Context: an optimization exercise on an open-source flow, tuned for small area. The choices shown serve that exercise and are no tape-out recipe.
The RTL was checked by simulation tests, not by an equivalence proof against the original design.
Power is estimated from default activity; no workload was simulated.

==> flow/constraint.sdc <==
create_clock -name core_clock -period 36.0 [get_ports {clk}]
set_input_delay 7.2000 -clock core_clock [delete_from_list [all_inputs] [get_ports {clk}]]
set_output_delay 7.2000 -clock core_clock [all_outputs]
set_load 0.01 [all_outputs]
==> flow/config.mk <==
export PLATFORM = sky130hd
export DESIGN_NAME = SoC_Algorithm
export DESIGN_NICKNAME = SoC_Algorithm
export VERILOG_FILES = /design/flow/design.v
export SDC_FILE = /design/flow/constraint.sdc
export NUM_CORES = 4
export LEC_CHECK = 0
export CAP_MARGIN = 20
export CORE_MARGIN = 2
export CORE_UTILIZATION = 40
export CTS_BUF_LIST = sky130_fd_sc_hd__clkbuf_8
export SLEW_MARGIN = 20
==> flow/flow/run.sh <==
#!/bin/bash
set -euo pipefail
export BUFFER_PORTS_ARGS="-buffer_cell sky130_fd_sc_hd__buf_1"
export CTS_ARGS="-sink_clustering_enable -repair_clock_nets -dont_use_dummy_load -buf_list sky130_fd_sc_hd__clkbuf_8"
bash standard.sh > flow_standard.log 2>&1
==> flow/design.v <==
module SoC_Algorithm (
    input clk,
    input rst_n,
    input [15:0] voltage,
    input signed [15:0] current,
    output [7:0] soc
);
function [32:0] radd;
    input [31:0] a;
    input [31:0] b;
    input ci;
    integer k;
    reg c;
    begin
        c = ci;
        for (k = 0; k < 32; k = k + 1) begin
            radd[k] = a[k] ^ b[k] ^ c;
            c = (a[k] & b[k]) | (c & (a[k] ^ b[k]));
        end
        radd[32] = c;
    end
endfunction
reg [5:0] clk_cnt;
reg [6:0] soc_vpend;      
reg [6:0] soc_voltage;
reg [29:0] q4;            
reg use_v_soc;
reg [6:0] soc_r;
reg ticked;               
reg [19:0] wk;            
reg [1:0] scy;            
wire ms_tick  = clk_cnt[5] & clk_cnt[4] & clk_cnt[0];                                             
wire dv_load  = clk_cnt[5] & ~clk_cnt[4] & clk_cnt[3] & ~clk_cnt[2] & ~clk_cnt[1] & clk_cnt[0];   
wire dv_en    = clk_cnt[5];                                                                       
wire pass     = ticked & ~clk_cnt[5] & ~(&clk_cnt[4:1]);                                          
always @(posedge clk or negedge rst_n) begin
    if (!rst_n) clk_cnt <= 6'd0;
    else if (ms_tick) clk_cnt <= 6'd0;
    else clk_cnt <= clk_cnt + 6'd1;
end
wire comp = (current > 16'sd5) || (current < -16'sd5);
wire rest = (current > -16'sd5) && (current < 16'sd5);
wire [15:0] cg = current & {16{comp}};
wire [32:0] xsum = radd({16'd0, voltage}, {16'd0, ~cg}, 1'b1);
wire [15:0] xs = xsum[15:0];
wire x_neg = ~cg[15] & ~xsum[16];    
wire x_ovf = cg[15] & xsum[16];      
wire [32:0] x3 = radd({16'd0, xs}, {15'd0, xs, 1'b0}, 1'b0);
wire [32:0] p = radd({16'd0, xs}, {x3[28:0], 3'd0}, 1'b0);
wire [6:0] q0 = p[20:14];
wire [32:0] lo = radd({25'd0, p[4:0], 2'b00}, {25'd0, q0}, 1'b1);
wire corr = lo[7] & (&p[13:5]);
wire [32:0] q0c = radd({25'd0, q0}, 32'd0, corr);
wire [6:0] f_x = x_neg ? 7'd0 : x_ovf ? 7'd100 : q0c[6:0];
wire [32:0] sv3 = radd({25'd0, soc_voltage}, {24'd0, soc_voltage, 1'b0}, 1'b0);
wire [32:0] sv35 = radd({20'd0, soc_voltage, 5'd0}, {23'd0, sv3[8:0]}, 1'b0);
wire [15:0] addend = rest ? {sv35[13:0], 2'b00} : current;
wire qb = q4[0] & ~use_v_soc;            
wire s1  = wk[15] ^ wk[18] ^ wk[19];
wire k1  = (wk[15] & wk[18]) | (wk[19] & (wk[15] ^ wk[18]));
wire sb  = qb ^ s1 ^ scy[0];
wire k2  = (qb & s1) | (scy[0] & (qb ^ s1));
wire c0n = k1 ^ k2 ^ scy[1];
wire c1n = (k1 & k2) | (scy[1] & (k1 ^ k2));
always @(posedge clk or negedge rst_n) begin
    if (!rst_n) begin
        q4 <= 30'd0;
        ticked <= 1'b0;
    end else begin
        if (pass) q4 <= {sb, q4[29:1]};
        if (ms_tick) ticked <= 1'b1;
    end
end
always @(posedge clk) begin
    if (ms_tick) scy <= 2'b00;
    else scy <= {c1n, c0n};
end
wire [32:0] dd = radd({21'd0, wk[19:9]}, {21'd0, 11'd1173}, 1'b0);    
wire dge = dv_en & dd[11];
integer j;
always @(posedge clk) begin
    if (ms_tick) begin
        wk[19:16] <= 4'd0;
        for (j = 0; j < 16; j = j + 1) wk[15-j] <= addend[j];
    end else if (dv_load) begin
        wk[19:3] <= q4[18:2];
    end else begin
        wk[19:10] <= dge ? dd[9:0] : wk[18:9];
        wk[9:1] <= wk[8:0];
        wk[0] <= dv_en ? dge : wk[0];
    end
end
wire q_big = ~q4[29] & ((|q4[28:19]) | (q4[18:0] >= 19'd350000));
wire [6:0] q_soc = q4[29] ? 7'd0 : q_big ? 7'd100 : wk[6:0];
always @(posedge clk or negedge rst_n) begin
    if (!rst_n) begin
        soc_vpend <= 7'd0;
        soc_voltage <= 7'd0;
        use_v_soc <= 1'b1;
        soc_r <= 7'd0;
    end else if (ms_tick) begin
        soc_vpend <= f_x;
        soc_voltage <= soc_vpend;
        use_v_soc <= rest;
        soc_r <= use_v_soc ? soc_voltage : q_soc;
    end
end
assign soc = {1'b0, soc_r};
endmodule
==> flow/standard.sh <==
#!/bin/bash
# synth_recipe.tcl (not shown) runs the flow's synth.tcl, then flattens the netlist and writes it again
# the make line also repeats each setting of config.mk as NAME=value (left out here)
make -C /OpenROAD-flow-scripts/flow DESIGN_CONFIG=/design/flow/config.mk WORK_HOME=/design/flow/orfs CLKGATE_MAP_FILE= SYNTH_SCRIPT=/design/flow/synth_recipe.tcl "${@:-finish}"
==> impl_metrics.csv, run 1 <==
group,metric,value,unit
yosys,synth_area_leaders,"dfrtp_1 (26%), fa_1 (19%), ha_1 (7.3%)",
layout,num_antenna_cells,0,
timing,setup_viol,0,
place,routabilityCongestion,0.826,
layout,drive_gt1_frac,0.0929,
critical_path,critPathCaptureType,"flop",
pwr,vdd_ir_drop_max,0.0000222,V
pwr,power_density,43.5,nW/um^2
critical_path,critPathMaxFanout,13,
floorplan,initial_core_util,0.407,
yosys,async_flop_share,0.728,
layout,fillerInstances,1333,
critical_path,critPathSlowestCell,"fa_1",
yosys,netlist.top_cell.by_area,"dfrtp_1",
pwr,p_leak,3.01,nW
yosys,synth_fp_nets,667,
floorplan,row_count,43,
route,viasPerCell,5.26,
place,portBuffers,40,
timing,finalSetupTns,0,ns
critical_path,required,36.25,ns
critical_path,r2r-end,"wk[2]",
cts,ctsLongestPathBuffers,2,
yosys,ys.flop_type,"dfrtp_1",
yosys,synth_area,5630,sq um
critical_path,arrival,19.09,ns
critical_path,rr_startpoint,"soc_voltage[0]",
timing,hold_slack,0.469,ns
route,via_count,4003,
cts,clk_latency,0.36,ns
min_path,hold_class,"reg -> reg",
job,drv_cap,0,
cts,cts_buffers,9,
yosys,synth_enable_flop_cells,3,
layout,ff_latch_area,1950,sq um
layout,multi_input_area,3230,sq um
floorplan,io_pins,42,
timing,worst_pin_slew,1.08,ns
place,post-dp-hpwl,9530,um
min_path,hold-path-endpoint,"soc_r[3]",
status,status,"timing/DRC/antenna clean",
yosys,synth_top_area_frac,0.258,
yosys,synth_cell_type_count,57,
cts,clock_sinks,81,
yosys,yosys_warnings,1,
global_routing,antenna_found_initial,0,
timing,fin_crit_sh,0.524,
layout,syn_to_final_growth,7.49,%
floorplan,dieArea,15000,sq um
cts,clkTransAtPathRegs,0.07,ns
critical_path,worstSetupStartpoint,"current[10]",
critical_path,reg2reg_setup_slack,31.31,ns
yosys,synth-seq-area-share,0.346,
timing,slew_viol_final,0,
critical_path,path_common_cell,"fa_1",
cts,cts_root_buffer,"clkbuf_8",
global_routing,grt_max_degree,60,
cts,post_cts_buffers,0,
route,drtIter0Drc,362,
floorplan,die_y,123,um
critical_path,ff2ff_path_depth,20,
layout,nets,703,
route,drc,0,
critical_path,critPathKind,"in -> reg",
timing,period_minus_slack,18.85,ns
timing,slew_headroom,0.272,
route,totalWireLength,12200,um
cts,cts_max_level,3,
global_routing,grt_pass1_vias,4078,
yosys,yosys_register_bits,81,
cts,ctsResizeCount,0,
timing,hold_violations,0,
yosys,netlist_instances,547,
timing,grt_setup_unrepaired,"no",
timing,max_freq,53.1,MHz
route,wl_per_cell,16.1,um
critical_path,slowest_delay,0.61,ns
timing,finClkSkew,0.0272,ns
cts,cts_tree,"done",
place,post_dp_cell_area,5930,sq um
route,antenna_left,0,
global_routing,overflow,0,
floorplan,chipWidth,123,um
cts,holdBufCountCts,0,
yosys,postSynthAreaPerCell,10.3,sq um
min_path,min_from,"wk[3]",
floorplan,core,13800,sq um
critical_path,cp-start-kind,"input port",
min_path,min_path_cells,2,
global_routing,grt_usage,0.177,
route,dr.pass1.iters,5,
layout,fin_area,6050,sq um
global_routing,grt_pass1_wl,20600,um
==> per-layer routing <==
metal,wire length (um),GRT usage
met2,5720,0.278
met5,0,0
met4,153,0.0474
met1,5610,0.253
met3,742,0.0316
==> synthesized netlist by cell type (5+ instances only) <==
cell type / n
mux2i_1: 14
inv_1: 86
nor4_1: 5
fa_1: 53
a22oi_1: 7
ha_1: 33
dfrtp_1: 58
a211oi_1: 6
o21a_1: 5
dfxtp_1: 19
a21oi_1: 25
o21ai_0: 27
nand3_1: 14
mux2_2: 29
nor2_1: 23
and2_1: 13
clkbuf_1: 9
nand2_1: 47
buf_6: 5
nor3_1: 5
nand4_1: 7
==> cells by family (layout without fill, tap and decap cells) <==
logic type	after synthesis	in the layout	share of synthesized area
xor+xnor	5	5	0.00778
flops	81	81	0.346
fa+ha+maj	86	86	0.262
mux	43	43	0.0829
compound gates	94	94	0.106
simple gates	130	130	0.115
buf+inv	107	141	0.0794
other cells	1	1	0.000666
==> cells in the final DEF, fill, tap and decap left out, types with 3 or more instances in the layout <==
| master | Yosys | final |
|---|---|---|
| mux2i_1 | 14 | 14 |
| dfxtp_1 | 19 | 19 |
| a21oi_1 | 25 | 25 |
| nor3_1 | 5 | 5 |
| mux2_2 | 29 | 29 |
| dfrtp_1 | 58 | 58 |
| buf_1 | 3 | 39 |
| clkbuf_8 | 0 | 9 |
| nand2_1 | 47 | 47 |
| o21ai_0 | 27 | 27 |
| nor4_1 | 5 | 5 |
| inv_1 | 86 | 86 |
| nand3_1 | 14 | 14 |
| nor2_1 | 23 | 23 |
| o21ai_1 | 3 | 3 |
| o21a_1 | 5 | 5 |
| a211oi_1 | 6 | 6 |
| ha_1 | 33 | 33 |
| fa_1 | 53 | 53 |
| a22oi_1 | 7 | 7 |
| and2_1 | 13 | 13 |
| buf_4 | 1 | 6 |
| edfxtp_1 | 3 | 3 |
| xor2_1 | 3 | 3 |
| o211ai_1 | 3 | 3 |
| nand4_1 | 7 | 7 |
==> final cells by class <==
| type | instances | area share |
|---|---|---|
| Clock buffer | 9 | 0.0205 |
| Inverter | 86 | 0.0534 |
| Sequential cell | 81 | 0.322 |
| Timing Repair Buffer | 46 | 0.0325 |
| Tap cell | 180 | 0.0372 |
| Multi-Input combinational cell | 359 | 0.534 |
==> critical path: cells and delay by family <==
kind	cells	cell delay, ns
xor gates and xnor gates	1	0.21
adders and majority gates	28	8.57
AOI/OAI and AO/OA	4	1.05
and+or+nand+nor	7	1.35
buffers and inverters	8	0.69
==> power by group <==
group | switching [mW] | internal, mW | total, mW
clock | 0.0297 | 0.0224 | 0.0521
combinational | 0.0667 | 0.0516 | 0.118
sequential | 0.000327 | 0.0923 | 0.0927
==> worst max-delay path by stage <==
stage	endpoint	slack [ns]	cells past startpoint
after floorplan	soc_vpend[6]	18.15	47
after global placement	soc_vpend[6]	17.38	48
after detailed placement	soc_vpend[6]	16.89	48
after CTS	soc_vpend[6]	17.26	48
after global routing	soc_vpend[6]	16.47	48
final	soc_vpend[6]	17.15	48
==> stage by stage <==
stage | utilization | total power [mW] | cells | worst slack, ns
after detailed placement | 0.429 | 0.214 | 752 | 16.89
final | 0.438 | 0.263 | 761 | 17.15
after global placement | 0.429 | 0.209 | 752 | 17.38
after global routing | 0.438 | 0.290 | 761 | 16.47
after floorplan | - | 0.179 | 547 | 18.15
after CTS | 0.438 | 0.267 | 761 | 17.26
==> state kept, by name (all words and copies together) (netlist names) <==
register and count:
q4 30, wk 20, soc_r 7, soc_voltage 7
soc_vpend 7, clk_cnt 6, scy 2, ticked 1
use_v_soc 1
==> inputs of run 2 (changes only) <==
==> flow/flow/run.sh (replaced) <==
#!/bin/bash
set -euo pipefail
export BUFFER_PORTS_ARGS="-buffer_cell sky130_fd_sc_hd__buf_1"
bash standard.sh > flow_standard.log 2>&1
==> impl_metrics.csv, run 2 <==
group,metric,value,unit
pwr,power_density,45.6,nW/um^2
global_routing,grt_max_degree,60,
min_path,hold_class,"reg -> reg",
floorplan,io_pins,42,
pwr,seq_power_share,0.331,
cts,cts_root_buffer,"clkbuf_8",
yosys,netlist_top_cells_count,"inv_1 (86), dfrtp_1 (58), fa_1 (53)",
yosys,netlist.top_cell.by_area,"dfrtp_1",
yosys,synth_area_leaders,"dfrtp_1 (26%), fa_1 (19%), ha_1 (7.3%)",
pwr,p_leak,3.04,nW
route,totalWireLength,12300,um
timing,finClkSkew,0.0122,ns
yosys,yosys_register_bits,81,
critical_path,required,36.26,ns
layout,drive_gt1_frac,0.104,
yosys,synth_area,5630,sq um
pwr,power_switching,0.103,mW
route,wl_per_cell,16.0,um
critical_path,worstSetupStartpoint,"current[9]",
route,dr.pass1.iters,5,
timing,max_freq,53.2,MHz
job,drv_cap,0,
yosys,async_flop_share,0.728,
floorplan,row_count,43,
pwr,p_comb_frac,0.421,
critical_path,endpoint,"soc_vpend[6]",
critical_path,slowest_delay,0.61,ns
layout,num_antenna_cells,0,
critical_path,critPathMaxFanout,13,
route,drc,0,
yosys,synth-seq-area-share,0.346,
pwr,p_clk_frac,0.248,
place,routabilityCongestion,0.826,
timing,slew_headroom,0.283,
cts,ctsLongestPathBuffers,2,
timing,finalSetupTns,0,ns
yosys,synth_top_area_frac,0.258,
timing,setup_viol,0,
cts,post_cts_buffers,0,
pwr,power.internal,0.176,mW
layout,nets,703,
critical_path,critPathKind,"in -> reg",
cts,cts_max_level,3,
route,antenna_left,0,
layout,syn_to_final_growth,8.85,%
cts,holdBufCountCts,0,
critical_path,r2r-end,"wk[2]",
place,portBuffers,40,
critical_path,cp-start-kind,"input port",
timing,fin_crit_sh,0.522,
timing,period_minus_slack,18.79,ns
layout,largest_reg_flops,30,
cts,cts_buffers,9,
floorplan,chipWidth,123,um
critical_path,critPathCaptureType,"flop",
critical_path,ff2ff_path_depth,20,
critical_path,rr_startpoint,"soc_voltage[0]",
cts,clk_latency,0.37,ns
timing,grt_setup_unrepaired,"no",
place,post-dp-hpwl,9530,um
floorplan,core,13800,sq um
route,viasPerCell,5.21,
yosys,yosys_warnings,1,
cts,clock_sinks,81,
yosys,synth_cell_type_count,57,
floorplan,initial_core_util,0.407,
route,drtIter0Drc,364,
layout,reg_top3,"q4: 30 flops, wk: 20 flops",
pwr,switching_share,0.369,
layout,final_util,0.443,
layout,layout_commonest_cell,"inv_1",
cts,cts_tree,"done",
pwr,p_total,0.279,mW
pwr,vdd_ir_drop_max,0.0000223,V
cts,clkTransAtPathRegs,0.09,ns
global_routing,antenna_found_initial,0,
yosys,postSynthAreaPerCell,10.3,sq um
global_routing,grt_usage,0.178,
global_routing,grt_pass1_vias,4097,
global_routing,grt_pass1_wl,20700,um
timing,slew_viol_final,0,
route,via_count,4004,
floorplan,dieArea,15000,sq um
yosys,synth_enable_flop_cells,3,
critical_path,arrival,19.05,ns
yosys,synth_fp_nets,667,
layout,regMostFlops,"q4",
status,status,"timing/DRC/antenna clean",
timing,worst_pin_slew,1.07,ns
floorplan,die_y,123,um
cts,ctsResizeCount,0,
critical_path,path_common_cell,"fa_1",
layout,final_cell_mix,"inv_1 (86), dfrtp_1 (58), fa_1 (53)",
critical_path,reg2reg_setup_slack,31.31,ns
global_routing,overflow,0,
timing,hold_violations,0,
critical_path,critPathSlowestCell,"fa_1",
layout,fillerInstances,1325,
yosys,ys.flop_type,"dfrtp_1",
yosys,netlist_instances,547,
yosys,synth.most_common_cell,"inv_1",
-- run 2: cell counts after synthesis --
Identical to the previous run, type by type.
-- run 2: through the flow --
stage          hold WS, ns  std cells  worst slack [ns]  area, sq um
3_5_place_dp         0.463        752             16.89         5930
5_1_grt              0.508        768             16.48         6130
4_1_cts              0.485        768             17.27         6130
6_report             0.476        768             17.21         6130
3_3_place_gp         0.458        752             17.38         5930
2_1_floorplan        0.428        547             18.15         5630
-- run 2: final cells by class --
cell class                 instances  area (sq um)  area share
timing repair buffer              46           196      0.0321
clock inverter                     7          76.3      0.0125
multi-input combinational        359          3230       0.528
tap                              180           225      0.0368
sequential                        81          1950       0.318
clock buffer                       9           124      0.0202
inverter                          86           323      0.0527
-- run 2: per-layer routing --
metal  vias to the layer above  GRT usage  part of all wire
met5                         -          0                 0
met4                         0     0.0474             0.010
met1                      1994      0.255              0.46
met2                       112      0.282              0.47
met3                         9     0.0297             0.062
li1                       1889          -                 -
-- run 2: kinds of logic after synthesis --
| kind of cell | after synthesis | share of synthesized area |
|---|---|---|
| other cells | 1 | 0.000666 |
| buf+inv | 107 | 0.0794 |
| xor+xnor | 5 | 0.00778 |
| flops | 81 | 0.346 |
| mux | 43 | 0.0829 |
| fa+ha+maj | 86 | 0.262 |
| compound gates | 94 | 0.106 |
| simple gates | 130 | 0.115 |
-- run 2: power by group through the flow --
stage	Combinational (mW)	Clock (mW)	Sequential, mW
2_1_floorplan	0.0844	0	0.0943
3_3_place_gp	0.115	0	0.0945
3_5_place_dp	0.120	0	0.0944
4_1_cts	0.121	0.0705	0.0926
5_1_grt	0.139	0.0756	0.0927
6_report	0.118	0.0693	0.0926
-- run 2: worst min path at each step --
stage	from	end	slack (ns)	cells past startpoint
2_1_floorplan	wk[3]	soc_r[3]	0.43	2
3_5_place_dp	ticked	ticked	0.46	1
5_1_grt	wk[3]	soc_r[3]	0.51	2
3_3_place_gp	ticked	ticked	0.46	1
6_report	wk[3]	soc_r[3]	0.48	2
4_1_cts	ticked	ticked	0.49	1
-- run 2: critical path, delay by kind of cell --
| family | cells | cell delay, ns |
|---|---|---|
| AND/OR/NAND/NOR | 7 | 1.35 |
| buffers and inverters | 8 | 0.68 |
| adder cells (fa/ha/maj) | 28 | 8.59 |
| XOR/XNOR | 1 | 0.21 |
| AO/OA/AOI/OAI | 4 | 0.99 |
==> inputs of run 3 (changes only) <==
--- a/flow/design.v
+++ b/flow/design.v
@@ -21,7 +21,6 @@
     end
 endfunction
 reg [5:0] clk_cnt;
-reg [6:0] soc_vpend;      
 reg [6:0] soc_voltage;
 reg [29:0] q4;            
 reg use_v_soc;
@@ -45,13 +44,48 @@
 wire [15:0] xs = xsum[15:0];
 wire x_neg = ~cg[15] & ~xsum[16];    
 wire x_ovf = cg[15] & xsum[16];      
-wire [32:0] x3 = radd({16'd0, xs}, {15'd0, xs, 1'b0}, 1'b0);
-wire [32:0] p = radd({16'd0, xs}, {x3[28:0], 3'd0}, 1'b0);
-wire [6:0] q0 = p[20:14];
-wire [32:0] lo = radd({25'd0, p[4:0], 2'b00}, {25'd0, q0}, 1'b1);
-wire corr = lo[7] & (&p[13:5]);
-wire [32:0] q0c = radd({25'd0, q0}, 32'd0, corr);
-wire [6:0] f_x = x_neg ? 7'd0 : x_ovf ? 7'd100 : q0c[6:0];
+reg [19:0] xw;
+reg [1:0] pca;           
+reg pcb;                 
+reg fneg, fovf;          
+wire lt16 = ~clk_cnt[5] & ~clk_cnt[4];
+wire lt19 = lt16 | (~clk_cnt[5] & ~clk_cnt[3] & ~clk_cnt[2] & ~(clk_cnt[1] & clk_cnt[0]));    
+wire lt20 = lt16 | (~clk_cnt[5] & ~clk_cnt[3] & ~clk_cnt[2]);                                
+wire lt24 = ~clk_cnt[5] & ~(clk_cnt[4] & clk_cnt[3]);
+wire kb   = lt16 & clk_cnt[3] & ~clk_cnt[2];                                                 
+wire ta = xw[15] & lt16;
+wire tb = xw[18] & lt19;
+wire tc = xw[19] & lt20;
+wire sa1 = ta ^ tb ^ tc;
+wire ka1 = (ta & tb) | (tc & (ta ^ tb));
+wire pb  = sa1 ^ pca[0] ^ pca[1];
+wire ka2 = (sa1 & pca[0]) | (pca[1] & (sa1 ^ pca[0]));
+wire zb2 = lt16 ? kb : xw[15];
+wire zb  = pb ^ zb2 ^ pcb;
+wire kz  = (pb & zb2) | (pcb & (pb ^ zb2));
+integer m;
+always @(posedge clk) begin
+    if (ms_tick) begin
+        xw[19:16] <= 4'd0;
+        for (m = 0; m < 16; m = m + 1) xw[15-m] <= xs[m];
+        pca <= 2'b00;
+        pcb <= 1'b0;
+    end else begin
+        xw <= {xw[18:0], lt24 ? pb : zb};
+        pca <= {ka1, ka2};
+        pcb <= kz;
+    end
+end
+always @(posedge clk or negedge rst_n) begin
+    if (!rst_n) begin
+        fneg <= 1'b1;
+        fovf <= 1'b0;
+    end else if (ms_tick) begin
+        fneg <= x_neg;
+        fovf <= x_ovf;
+    end
+end
+wire [6:0] f_x = fneg ? 7'd0 : fovf ? 7'd100 : {xw[12], xw[13], xw[14], xw[15], xw[16], xw[17], xw[18]};
 wire [32:0] sv3 = radd({25'd0, soc_voltage}, {24'd0, soc_voltage, 1'b0}, 1'b0);
 wire [32:0] sv35 = radd({20'd0, soc_voltage, 5'd0}, {23'd0, sv3[8:0]}, 1'b0);
 wire [15:0] addend = rest ? {sv35[13:0], 2'b00} : current;
@@ -94,13 +128,11 @@
 wire [6:0] q_soc = q4[29] ? 7'd0 : q_big ? 7'd100 : wk[6:0];
 always @(posedge clk or negedge rst_n) begin
     if (!rst_n) begin
-        soc_vpend <= 7'd0;
         soc_voltage <= 7'd0;
         use_v_soc <= 1'b1;
         soc_r <= 7'd0;
     end else if (ms_tick) begin
-        soc_vpend <= f_x;
-        soc_voltage <= soc_vpend;
+        soc_voltage <= f_x;
         use_v_soc <= rest;
         soc_r <= use_v_soc ? soc_voltage : q_soc;
     end
==> flow/flow/run.sh (replaced) <==
#!/bin/bash
set -euo pipefail
export BUFFER_PORTS_ARGS="-buffer_cell sky130_fd_sc_hd__buf_1"
export CTS_ARGS="-sink_clustering_enable -repair_clock_nets -dont_use_dummy_load -buf_list sky130_fd_sc_hd__clkbuf_8"
bash standard.sh > flow_standard.log 2>&1
==> impl_metrics.csv, run 3 <==
group,metric,value,unit
status,status,"timing/DRC/antenna clean",
layout,fillerInstances,1273,
pwr,p_leak,2.57,nW
floorplan,core,12700,sq um
critical_path,slowest_delay,0.48,ns
pwr,vdd_ir_drop_max,0.0000149,V
timing,max_freq,67.5,MHz
cts,cts_root_buffer,"clkbuf_8",
cts,ctsLongestPathBuffers,2,
cts,cts_tree,"done",
route,via_count,3603,
layout,multi_input_area,2640,sq um
timing,worst_pin_slew,0.832,ns
yosys,netlist_instances,502,
place,post-dp-hpwl,7960,um
critical_path,critPathCaptureType,"flop",
yosys,synth.most_common_cell,"dfrtp_1",
floorplan,die_y,119,um
yosys,async_flop_share,0.545,
critical_path,path_common_cell,"fa_1",
layout,fin_area,5650,sq um
route,drtIter0Drc,246,
floorplan,initial_core_util,0.413,
timing,slew_viol_final,0,
cts,cts_max_level,3,
critical_path,arrival,15.11,ns
layout,regMostFlops,"q4",
layout,syn_to_final_growth,7.58,%
layout,layout_commonest_cell,"dfrtp_1",
global_routing,antenna_found_initial,0,
global_routing,grt_max_degree,55,
cts,ctsResizeCount,0,
min_path,hold_class,"reg -> reg",
timing,finalSetupTns,0,ns
route,viasPerCell,5.14,
pwr,power_density,32.3,nW/um^2
critical_path,cp-start-kind,"input port",
cts,clkTransAtPathRegs,0.08,ns
timing,slew_headroom,0.442,
layout,ff_latch_area,2280,sq um
global_routing,grt_pass1_vias,3775,
route,dr.pass1.iters,4,
floorplan,io_pins,42,
place,post_dp_cell_area,5520,sq um
yosys,synth_area_leaders,"dfrtp_1 (25%), dfxtp_1 (16%), fa_1 (11%)",
yosys,postSynthAreaPerCell,10.5,sq um
yosys,netlist.top_cell.by_area,"dfrtp_1",
yosys,netlist_top_cells_count,"dfrtp_1 (52), inv_1 (51), dfxtp_1 (42)",
timing,setup_viol,0,
layout,reg_top3,"q4: 30 flops, wk: 20 flops, xw: 20 flops",
layout,final_util,0.444,
critical_path,critPathKind,"in -> reg",
timing,finClkSkew,0.0258,ns
floorplan,dieArea,14100,sq um
yosys,synth_enable_flop_cells,3,
layout,largest_reg_flops,30,
place,routabilityCongestion,0.862,
yosys,synth_cell_type_count,54,
timing,hold_violations,0,
yosys,synth_top_area_frac,0.248,
critical_path,required,36.29,ns
timing,grt_setup_unrepaired,"no",
job,drv_cap,0,
route,totalWireLength,10800,um
cts,post_cts_buffers,0,
yosys,synth_fp_nets,582,
yosys,synth-seq-area-share,0.435,
yosys,synth_area,5250,sq um
floorplan,chipWidth,119,um
timing,fin_crit_sh,0.412,
pwr,p_total,0.182,mW
route,antenna_left,0,
critical_path,critPathMaxFanout,15,
global_routing,grt_usage,0.166,
timing,period_minus_slack,14.82,ns
yosys,yosys_register_bits,99,
cts,holdBufCountCts,0,
route,wl_per_cell,15.4,um
yosys,ys.flop_type,"dfrtp_1",
yosys,yosys_warnings,1,
cts,cts_buffers,9,
timing,fin_ws,21.18,ns
layout,num_antenna_cells,0,
route,drc,0,
critical_path,critPathSlowestCell,"buf_1",
global_routing,grt_pass1_wl,18400,um
place,post-place-ws,20.82,ns
cts,clock_sinks,99,
layout,drive_gt1_frac,0.112,
place,portBuffers,40,
global_routing,overflow,0,
cts,clk_latency,0.37,ns
layout,final_cell_mix,"dfrtp_1 (52), inv_1 (51), dfxtp_1 (42)",
layout,nets,611,
floorplan,row_count,41,
run 3: cell types whose count changed after synthesis, sizes merged, moves of 6 or more:
cell and change:
nor2b +15, fa -24, clkbuf +6, dfxtp +23, o21ai +10, dfrtp -6
ha -16, nand2 -10, a22oi -7, and2 -9, inv -35, a21oi -12
run 3: logic make-up (layout without fill, tap and decap cells):
family,count (synthesis),in the layout,synth area share
muxes,46,46,0.0954
AOI/OAI and AO/OA,91,91,0.112
buffers and inverters,79,106,0.0636
other,1,1,0.000714
xor gates and xnor gates,4,4,0.00668
and+or+nand+nor,136,136,0.135
adders and majority gates,46,46,0.151
DFF,99,99,0.435
run 3: final cells by class:
cell class,count,area share
flip-flops and latches,99,0.405
well taps,172,0.0381
repair buffers,46,0.0348
inverters,51,0.0339
clock buffers,9,0.0219
multi-input cells,324,0.467
run 3: worst max-delay path: cells and delay by family:
kind	cells	cell delay [ns]
AO/OA/AOI/OAI	3	0.61
AND/OR/NAND/NOR	4	0.89
adder cells (fa/ha/maj)	16	5.78
buffers and inverters	3	0.60
run 3: path summary, 6_finish.rpt:
check,end,slack [ns],cells after the start,from
max,fovf,21.18,26,current[15]
min,xw[12],0.43,2,xw[11]
max reg2reg,wk[2],30.98,20,soc_voltage[0]
min reg2reg,xw[12],0.43,2,xw[11]
max in group asynchronous,fovf,28.58,2,rst_n
min in group asynchronous,q4[19],6.93,2,rst_n
run 3: layer usage:
layer / vias up / global-route usage / share of wire / wire length [um]
li1: 1759 / - / - / -
met1: 1766 / 0.212 / 0.46 / 5020
met2: 61 / 0.270 / 0.48 / 5210
met3: 17 / 0.0319 / 0.031 / 335
met4: 0 / 0.0781 / 0.022 / 233
met5: - / 0 / 0 / 0
run 3: power breakdown:
group          total (mW)  switching, mW  leakage [nW]  internal (mW)
logic              0.0139        0.00833          1.39        0.00554
clock network      0.0571         0.0346        0.0647         0.0225
registers           0.111              0          1.12          0.111
run 3: per-stage QoR:
step | std cells | hold WS, ns
after floorplan | 502 | 0.399
after global placement | 692 | 0.406
after detailed placement | 692 | 0.412
after CTS | 701 | 0.426
after global routing | 701 | 0.450
final | 701 | 0.425

-- afterwards: timing with drivers on the ports --
The flow's constraints put no driver on any port. The routed layouts listed below were extracted and timed again, unchanged, in two steps.
Step 1: set_driving_cell puts a clkbuf_16 on clk and a buf_2 on each other input, an assumption about the parent block.
Step 2, shift: input delay + t, output delay - t, t = (earliest + latest rising clock arrival at the registers) / 2. This alone moves slack from input paths to output paths.
Slacks: ideal ports / drivers / drivers and shift; pairs: ideal ports / drivers.
run	t, ns	setup slack, ns	hold slack, ns	worst setup path after step 2	cell pins on the clock port's net
run 1	0.385	17.154 / 17.161 / 16.776	0.469 / 0.469 / 0.469	input to register	1
run 2	0.398	17.209 / 17.214 / 16.816	0.476 / 0.476 / 0.476	input to register	1
run 3	0.400	21.179 / 21.173 / 20.773	0.425 / 0.425 / 0.425	input to register	1
After both steps setup and hold are still met in every run listed. For run 3, which loses most, drivers alone change the setup slack by -0.006 ns; drivers and shift together by -0.406 ns.
